This design comes from an exercise in tuning for small area on the open sky130 flow, not from production work. Only simulation tests tie the RTL to the original design; equivalence was not proved. Power is estimated from default activity; no workload was simulated.

==> willow: inputs <==
==> flow/design.v (excerpt) <==
module oc8051_top (
input wb_clk_i,   
input wb_rst_i,   
input int0_i,   
input int1_i,   
input ea_in,    
input wbd_ack_i,    
input wbi_ack_i,    
input wbd_err_i,    
input wbi_err_i,    
input [7:0]   wbd_dat_i,    
input [31:0]  wbi_dat_i,    
output wbd_we_o,   
output wbd_stb_o,    
output wbd_cyc_o,    
output wbi_stb_o,    
output wbi_cyc_o,    
output [7:0]  wbd_dat_o,    
output [15:0] wbd_adr_o,    
output [15:0] wbi_adr_o,    
input  [7:0]  p0_i,   
output [7:0]  p0_o,   
input  [7:0]  p1_i,   
output [7:0]  p1_o,   
input  [7:0]  p2_i,   
output [7:0]  p2_o,   
input  [7:0]  p3_i,   
output [7:0]  p3_o,   
input rxd_i,    
output txd_o,    
input t0_i,   
input t1_i,   
input t2_i,   
input t2ex_i  
);
wire [7:0] dptr_hi;
wire [7:0] dptr_lo; 
wire [7:0] ri; 
wire [7:0] data_out;
wire [7:0] op1;
wire [7:0] op2;
wire [7:0] op3;
wire [7:0] acc;
wire [7:0] p0_out;
wire [7:0] p1_out;
wire [7:0] p2_out;
wire [7:0] p3_out;
wire [7:0] sp;
wire [7:0] sp_w;
wire [31:0] idat_onchip;
wire [15:0] pc;
assign wbd_cyc_o = wbd_stb_o;
wire        src_sel3;
wire [1:0]  wr_sfr;
wire [1:0] src_sel2;
wire [2:0]  ram_rd_sel;         
wire [2:0] ram_wr_sel;         
wire [2:0] src_sel1;
wire [7:0]  ram_data;
wire [7:0] ram_out;         
wire [7:0] sfr_out;
wire [7:0] wr_dat;
wire [7:0] wr_addr;         
wire [7:0] rd_addr;         
wire sfr_bit;
wire [1:0]  cy_sel;         
wire [1:0] bank_sel;
wire rom_addr_sel;         
wire rmw;
wire ea_int;
wire reti;
wire intr;
wire int_ack;
wire istb;
wire [7:0]  int_src;
wire        mem_wait;
wire [2:0]  mem_act;
wire [3:0]  alu_op;         
wire [1:0]  psw_set;     
wire [7:0]  src1;         
wire [7:0] src2;         
wire [7:0] src3;         
wire [7:0] des_acc;
wire [7:0] des1;         
wire [7:0] des2;         
wire        desCy;         
wire desAc;
wire desOv;         
wire alu_cy;
wire wr;  
wire wr_o;
wire        rd;                 
wire pc_wr;
wire [2:0]  pc_wr_sel;         
wire [7:0]  op1_n;  
wire [7:0] op2_n;
wire [7:0] op3_n;
wire [7:0] op2_reg, op3_reg;
wire [1:0]  comp_sel;         
wire        eq;                 
wire srcAc;
wire cy;
wire rd_ind;
wire wr_ind;
wire comp_wait;
wire [2:0]  op1_cur;
wire        bit_addr;         
wire bit_data;         
wire bit_out;         
wire bit_addr_o;
wire wait_data;
wire iack_i;
wire istb_o;
wire icyc_o;
wire [31:0] idat_i;
  ...
Settings: LEC_CHECK=0, CAP_MARGIN=20, CORE_MARGIN=2, CORE_UTILIZATION=40, CTS_BUF_LIST=sky130_fd_sc_hd__clkbuf_8, SLEW_MARGIN=20; clock period 16.0 ns.
run.sh (not shown) runs the stock make flow with config.mk's settings and CLKGATE_MAP_FILE= SYNTH_SCRIPT=/design/flow/synth_recipe.tcl, a recipe that flattens the netlist after the stock synthesis.
==> inputs of pepper, as changes to willow <==
--- a/flow/design.v
+++ b/flow/design.v
@@ -120,18 +120,18 @@
 assign des2 = mul_result[7:0];
 assign desOv = | des1;
 always @(posedge clk or posedge rst)
 begin
   if (rst) begin
     cycle <= 2'b0;
-    tmp_mul <= 16'b0;
   end else begin
     if (enable) begin cycle <= cycle + 2'b1; end
-    tmp_mul <= mul_result;
   end
 end
+always @(posedge clk)
+  tmp_mul <= mul_result;
 endmodule
 module oc8051_divide (
   input clk, input rst, input enable,
   input [7:0] src1, input [7:0] src2,
   output wire desOv,
   output wire [7:0] des1, output wire [7:0] des2);
@@ -157,19 +157,19 @@
 assign desOv = src2 == 8'h0;
 always @(posedge clk or posedge rst)
 begin
   if (rst) begin
     cycle <= 2'b0;
     tmp_div <= 6'h0;
-    tmp_rem <= 8'h0;
   end else begin
     if (enable) begin cycle <= cycle + 2'b1; end
     tmp_div <= div_out[5:0];
-    tmp_rem <= rem_out;
   end
 end
+always @(posedge clk)
+  tmp_rem <= rem_out;
 assign des1 = rem_out;
 assign des2 = div_out;
 endmodule
 module oc8051_alu (
 input        clk, input rst, input srcCy, input srcAc, input bit_in,
 input  [3:0] op_code,
@@ -3021,13 +3021,14 @@
 reg [7:0]     ri_r;
 reg [7:0]     op1_r;
 wire [7:0]    imm;
 wire [7:0]    imm2;
 reg           int_ack_t;
 reg           int_ack_buff;
-reg [7:0]     int_vec_buff;
+reg [3:0]     int_vec_r;      
+wire [7:0]    int_vec_buff = {2'b00, int_vec_r[2:0], 1'b0, {2{int_vec_r[3]}}};
 reg [7:0]     op2_buff;
 reg [7:0]     op3_buff;
 reg [7:0]     op1_o;
 reg [7:0]     op2_o;
 reg [7:0]     op3_o;
 reg [7:0]     op1_xt;
@@ -3389,16 +3390,16 @@
   end
 end
 always @(posedge clk or posedge rst)
 begin
  if (rst) begin
    int_ack_t <= 1'b0;
-   int_vec_buff <= 8'h00;
+   int_vec_r <= 4'h0;
  end else if (intr) begin
    int_ack_t <= 1'b1;
-   int_vec_buff <= int_v;
+   int_vec_r <= {int_v[0], int_v[5:3]};
  end else if (rd && (ea_rom_sel || iack_i) && !pc_wr_r2) begin int_ack_t <= 1'b0; end
 end
 always @(posedge clk or posedge rst)
 begin
   if (rst) begin int_ack_buff <= 1'b0; end
   else begin int_ack_buff <= int_ack_t; end
@@ -3973,31 +3974,35 @@
 module oc8051_int (
   input clk, input rst,
   input [7:0] wr_addr, input [7:0] data_in,
   input wr, input tf0, input tf1, input t2_int, input ie0, input ie1,
   input reti, input wr_bit, input bit_in, input ack, input uart_int,
   output tr0, output tr1, output intr,
-  output reg [7:0] int_vec,
+  output [7:0] int_vec,
   output reg [7:0] ie,
   output wire [7:0] tcon,
   output reg [7:0] ip
 );
 reg [3:0] tcon_s;
 reg tcon_tf1, tcon_tf0, tcon_ie1, tcon_ie0;
 reg [2:0] isrc_cur;
-reg [2:0] isrc [1:0];
+reg [3:0] int_vec_r;
+assign int_vec = {2'b00, int_vec_r[2:0], 1'b0, {2{int_vec_r[3]}}};
+reg [2:0] isrc0_c, isrc1_c;  
+wire [2:0] isrc0 = isrc0_c + 3'd1;
+wire [2:0] isrc1 = isrc1_c + 3'd1;
 reg [1:0] int_dept;
 reg [1:0] int_dept_1;
 reg int_proc;
-reg [1:0] int_lev [1:0];
+reg int_lev0, int_lev1;    
 reg cur_lev;
 always @*
 begin
-  isrc_cur = int_proc ? isrc[int_dept_1] : 2'h0;
+  isrc_cur = int_proc ? (int_dept_1[0] ? isrc1 : isrc0) : 2'h0;
   int_dept_1 = int_dept - 2'b01;
-  cur_lev = int_lev[int_dept_1];
+  cur_lev = int_dept_1[0] ? int_lev1 : int_lev0;
 end
 wire [5:0] int_l0, int_l1;
 wire [5:0] ip_l0, ip_l1;
 wire [5:0] int_src;
 wire il0, il1;
 reg tf0_buff, tf1_buff, ie0_buff, ie1_buff;
@@ -4107,71 +4112,71 @@
    tcon_ie1 <= 1'b0;
  end
 end
 always @(posedge clk or posedge rst)
 begin
   if (rst) begin
-    int_vec <= 8'h00;
+    int_vec_r <= 4'b0000;
     int_dept <= 2'b0;
-    isrc[0] <= 3'h0;
-    isrc[1] <= 3'h0;
+    isrc0_c <= 3'h7;
+    isrc1_c <= 3'h7;
     int_proc <= 1'b0;
-    int_lev[0] <= 1'b0;
-    int_lev[1] <= 1'b0;
+    int_lev0 <= 1'b0;
+    int_lev1 <= 1'b0;
   end else if (reti & int_proc) begin   
    if (int_dept==2'b01)
      int_proc <= 1'b0;
    int_dept <= int_dept - 2'b01;
   end else if (((ie[7]) & (!cur_lev) || !int_proc) & il1) begin   
    int_proc <= 1'b1;
-   int_lev[int_dept] <= 1'b1;
+   if (int_dept == 2'd0) int_lev0 <= 1'b1; else if (int_dept == 2'd1) int_lev1 <= 1'b1;
    int_dept <= int_dept + 2'b01;
    if (int_l1[0]) begin
-     int_vec <= 8'h03;
-     isrc[int_dept] <= 3'b001;
+     int_vec_r <= {1'b1, 3'd0};
+     if (int_dept == 2'd0) isrc0_c <= 3'd0; else if (int_dept == 2'd1) isrc1_c <= 3'd0;
    end else if (int_l1[1]) begin
-     int_vec <= 8'h0b;
-     isrc[int_dept] <= 3'b010;
+     int_vec_r <= {1'b1, 3'd1};
+     if (int_dept == 2'd0) isrc0_c <= 3'd1; else if (int_dept == 2'd1) isrc1_c <= 3'd1;
    end else if (int_l1[2]) begin
-     int_vec <= 8'h13;
-     isrc[int_dept] <= 3'b011;
+     int_vec_r <= {1'b1, 3'd2};
+     if (int_dept == 2'd0) isrc0_c <= 3'd2; else if (int_dept == 2'd1) isrc1_c <= 3'd2;
    end else if (int_l1[3]) begin
-     int_vec <= 8'h1b;
-     isrc[int_dept] <= 3'b100;
+     int_vec_r <= {1'b1, 3'd3};
+     if (int_dept == 2'd0) isrc0_c <= 3'd3; else if (int_dept == 2'd1) isrc1_c <= 3'd3;
    end else if (int_l1[4]) begin
-     int_vec <= 8'h23;
-     isrc[int_dept] <= 3'b101;
+     int_vec_r <= {1'b1, 3'd4};
+     if (int_dept == 2'd0) isrc0_c <= 3'd4; else if (int_dept == 2'd1) isrc1_c <= 3'd4;
    end else if (int_l1[5]) begin
-     int_vec <= 8'h2b;
-     isrc[int_dept] <= 3'b110;
+     int_vec_r <= {1'b1, 3'd5};
+     if (int_dept == 2'd0) isrc0_c <= 3'd5; else if (int_dept == 2'd1) isrc1_c <= 3'd5;
    end
  end else if ((ie[7]) & !int_proc & il0) begin   
    int_proc <= 1'b1;
-   int_lev[int_dept] <= 1'b0;
+   if (int_dept == 2'd0) int_lev0 <= 1'b0; else if (int_dept == 2'd1) int_lev1 <= 1'b0;
    int_dept <= 2'b01;
    if (int_l0[0]) begin
-     int_vec <= 8'h03;
-     isrc[int_dept] <= 3'b001;
+     int_vec_r <= {1'b1, 3'd0};
+     if (int_dept == 2'd0) isrc0_c <= 3'd0; else if (int_dept == 2'd1) isrc1_c <= 3'd0;
    end else if (int_l0[1]) begin
-     int_vec <= 8'h0b;
-     isrc[int_dept] <= 3'b010;
+     int_vec_r <= {1'b1, 3'd1};
+     if (int_dept == 2'd0) isrc0_c <= 3'd1; else if (int_dept == 2'd1) isrc1_c <= 3'd1;
    end else if (int_l0[2]) begin
-     int_vec <= 8'h13;
-     isrc[int_dept] <= 3'b011;
+     int_vec_r <= {1'b1, 3'd2};
+     if (int_dept == 2'd0) isrc0_c <= 3'd2; else if (int_dept == 2'd1) isrc1_c <= 3'd2;
    end else if (int_l0[3]) begin
-     int_vec <= 8'h1b;
-     isrc[int_dept] <= 3'b100;
+     int_vec_r <= {1'b1, 3'd3};
+     if (int_dept == 2'd0) isrc0_c <= 3'd3; else if (int_dept == 2'd1) isrc1_c <= 3'd3;
    end else if (int_l0[4]) begin
-     int_vec <= 8'h23;
-     isrc[int_dept] <= 3'b101;
+     int_vec_r <= {1'b1, 3'd4};
+     if (int_dept == 2'd0) isrc0_c <= 3'd4; else if (int_dept == 2'd1) isrc1_c <= 3'd4;
    end else if (int_l0[5]) begin
-     int_vec <= 8'h2b;
-     isrc[int_dept] <= 3'b110;
+     int_vec_r <= {1'b1, 3'd5};
+     if (int_dept == 2'd0) isrc0_c <= 3'd5; else if (int_dept == 2'd1) isrc1_c <= 3'd5;
    end
  end else begin
-   int_vec <= 8'h00;
+   int_vec_r <= 4'b0000;
  end
 end
 always @(posedge clk or posedge rst)
 begin
   if (rst) begin
     tf0_buff <= 1'b0;
==> flow/flow/run.sh (new file) <==
#!/bin/bash
# Own layout flow: the standard ORFS flow, with these changes
#  - synthesis: the standard synthesis script, but ABC maps with an area-oriented
#    script (flow/area.abc) instead of ORFS's delay-oriented one; registers are untouched
#  - port buffers: every input and output still gets a buffer, of the smallest buffer cell
#  - clock tree: small clock buffers in small clusters and no dummy loads
# Each tool's output goes to a log file in this folder (make_synth.log, make_finish.log),
# and ORFS's own per-step logs are under orfs/logs/.
set -euo pipefail
W=$PWD
sed -e "s|log_cmd abc {\*}\$abc_args|set abc_args [lreplace \$abc_args 0 1 -script $W/flow/area.abc]\n  log_cmd abc {*}\$abc_args|" \
  "$FLOW_HOME/scripts/synth.tcl" > "$W/flow_synth.tcl"
grep -q "$W/flow/area.abc" "$W/flow_synth.tcl"
sed -e "s|\$::env(SCRIPTS_DIR)/synth.tcl|$W/flow_synth.tcl|" synth_recipe.tcl > "$W/flow_synth_recipe.tcl"
grep -q "$W/flow_synth.tcl" "$W/flow_synth_recipe.tcl"
bash standard.sh synth SYNTH_SCRIPT="$W/flow_synth_recipe.tcl" > "$W/make_synth.log" 2>&1
bash standard.sh finish \
  BUFFER_PORTS_ARGS="-buffer_cell sky130_fd_sc_hd__buf_1" \
  CTS_ARGS="-sink_clustering_enable -repair_clock_nets -dont_use_dummy_load -buf_list sky130_fd_sc_hd__clkbuf_4 -root_buf sky130_fd_sc_hd__clkbuf_16 -sink_clustering_size 10 -sink_clustering_max_diameter 40" \
  > "$W/make_finish.log" 2>&1
==> flow/flow/area.abc (new file) <==
strash
&get -n
&fraig -x
&put
scorr
dc2
strash
&get -n
&dch -f
&nf -R 1000 -p -C 32 -F 8
&put
strash
&get -n
&dch -f
&nf -R 1000 -p -C 32 -F 8
&put
strash
&get -n
&dch -f
&nf -R 1000 -p -C 32 -F 8
&put
==> flow/standard.sh (new file) <==
#!/bin/bash
# synth_recipe.tcl (not shown) runs the flow's synth.tcl, then flattens the netlist and writes it again
# the make line also repeats each setting of config.mk as NAME=value (left out here)
make -C /OpenROAD-flow-scripts/flow DESIGN_CONFIG=/design/flow/config.mk WORK_HOME=/design/flow/orfs CLKGATE_MAP_FILE= SYNTH_SCRIPT=/design/flow/synth_recipe.tcl "${@:-finish}"
CORE_UTILIZATION = 45   (was 40)
CTS_BUF_LIST = default   (was sky130_fd_sc_hd__clkbuf_8)
removed: flow/run.sh
==> notes <==
pepper completed without violations. willow finished clean. In pepper the wire length is smaller than in willow, by about 22%. Clock-buffer cell count: pepper is lower than willow (47). Sequential cell count is the same in willow and pepper. Clock power: pepper is smaller than willow (about 37%). Synthesized cell count: pepper is smaller than willow (23%).
==> figures <==
metric	willow	pepper
Outcome	timing/DRC/antenna clean	timing/DRC/antenna clean
Crit. Startpoint	oc8051_ram_top1.raddr_r[0]	oc8051_ram_top1.raddr_r[2]
Fraction of met1 tracks used by global routing	44.3%	44.2%
Sequential cell fraction of total power	32.3%	38.6%
Synthesized netlist cell count	10.5k	8102
Estimated wirelength of the detail-placed design	368000 um	288000 um
Placed standard-cell area	0.133 mm2	0.119 mm2
Cell area after layout	0.141 mm2	0.123 mm2
Count of clock buffers in the final design	453	406
Number of fill cells in the layout	28.0k	21.4k
Cell Pwr Density	243 mW/mm2	232 mW/mm2

## afterwards: timing with drivers on the ports
In the flow no input, the clock included, has a driving cell. The finished layouts below were timed again as built, in two steps. Step 1: set_driving_cell puts a clkbuf_16 on wb_clk_i and a buf_2 on each other input, an assumption about the parent block. Step 2 adds t to the input delays and takes it off the output delays; t is the mean of the earliest and latest rising clock arrival at the registers after step 1. Input paths then give back, and output paths get back, about the clock's delay inside the block. Slacks: ideal ports / drivers / drivers and shift; pairs: ideal ports / drivers.
| run | t, ns | setup WS [ns] | worst setup path at the end | worst data-port slew with drivers (ns) | pins driven straight from the clock port |
|---|---|---|---|---|---|
| willow | 1.228 | 1.698 / 1.698 / 1.698 | register to register | 0.10 | 1 |
| pepper | 0.983 | 1.148 / 1.148 / 1.148 | register to register | 0.13 | 1 |
After both steps setup and hold are still met in every run listed.
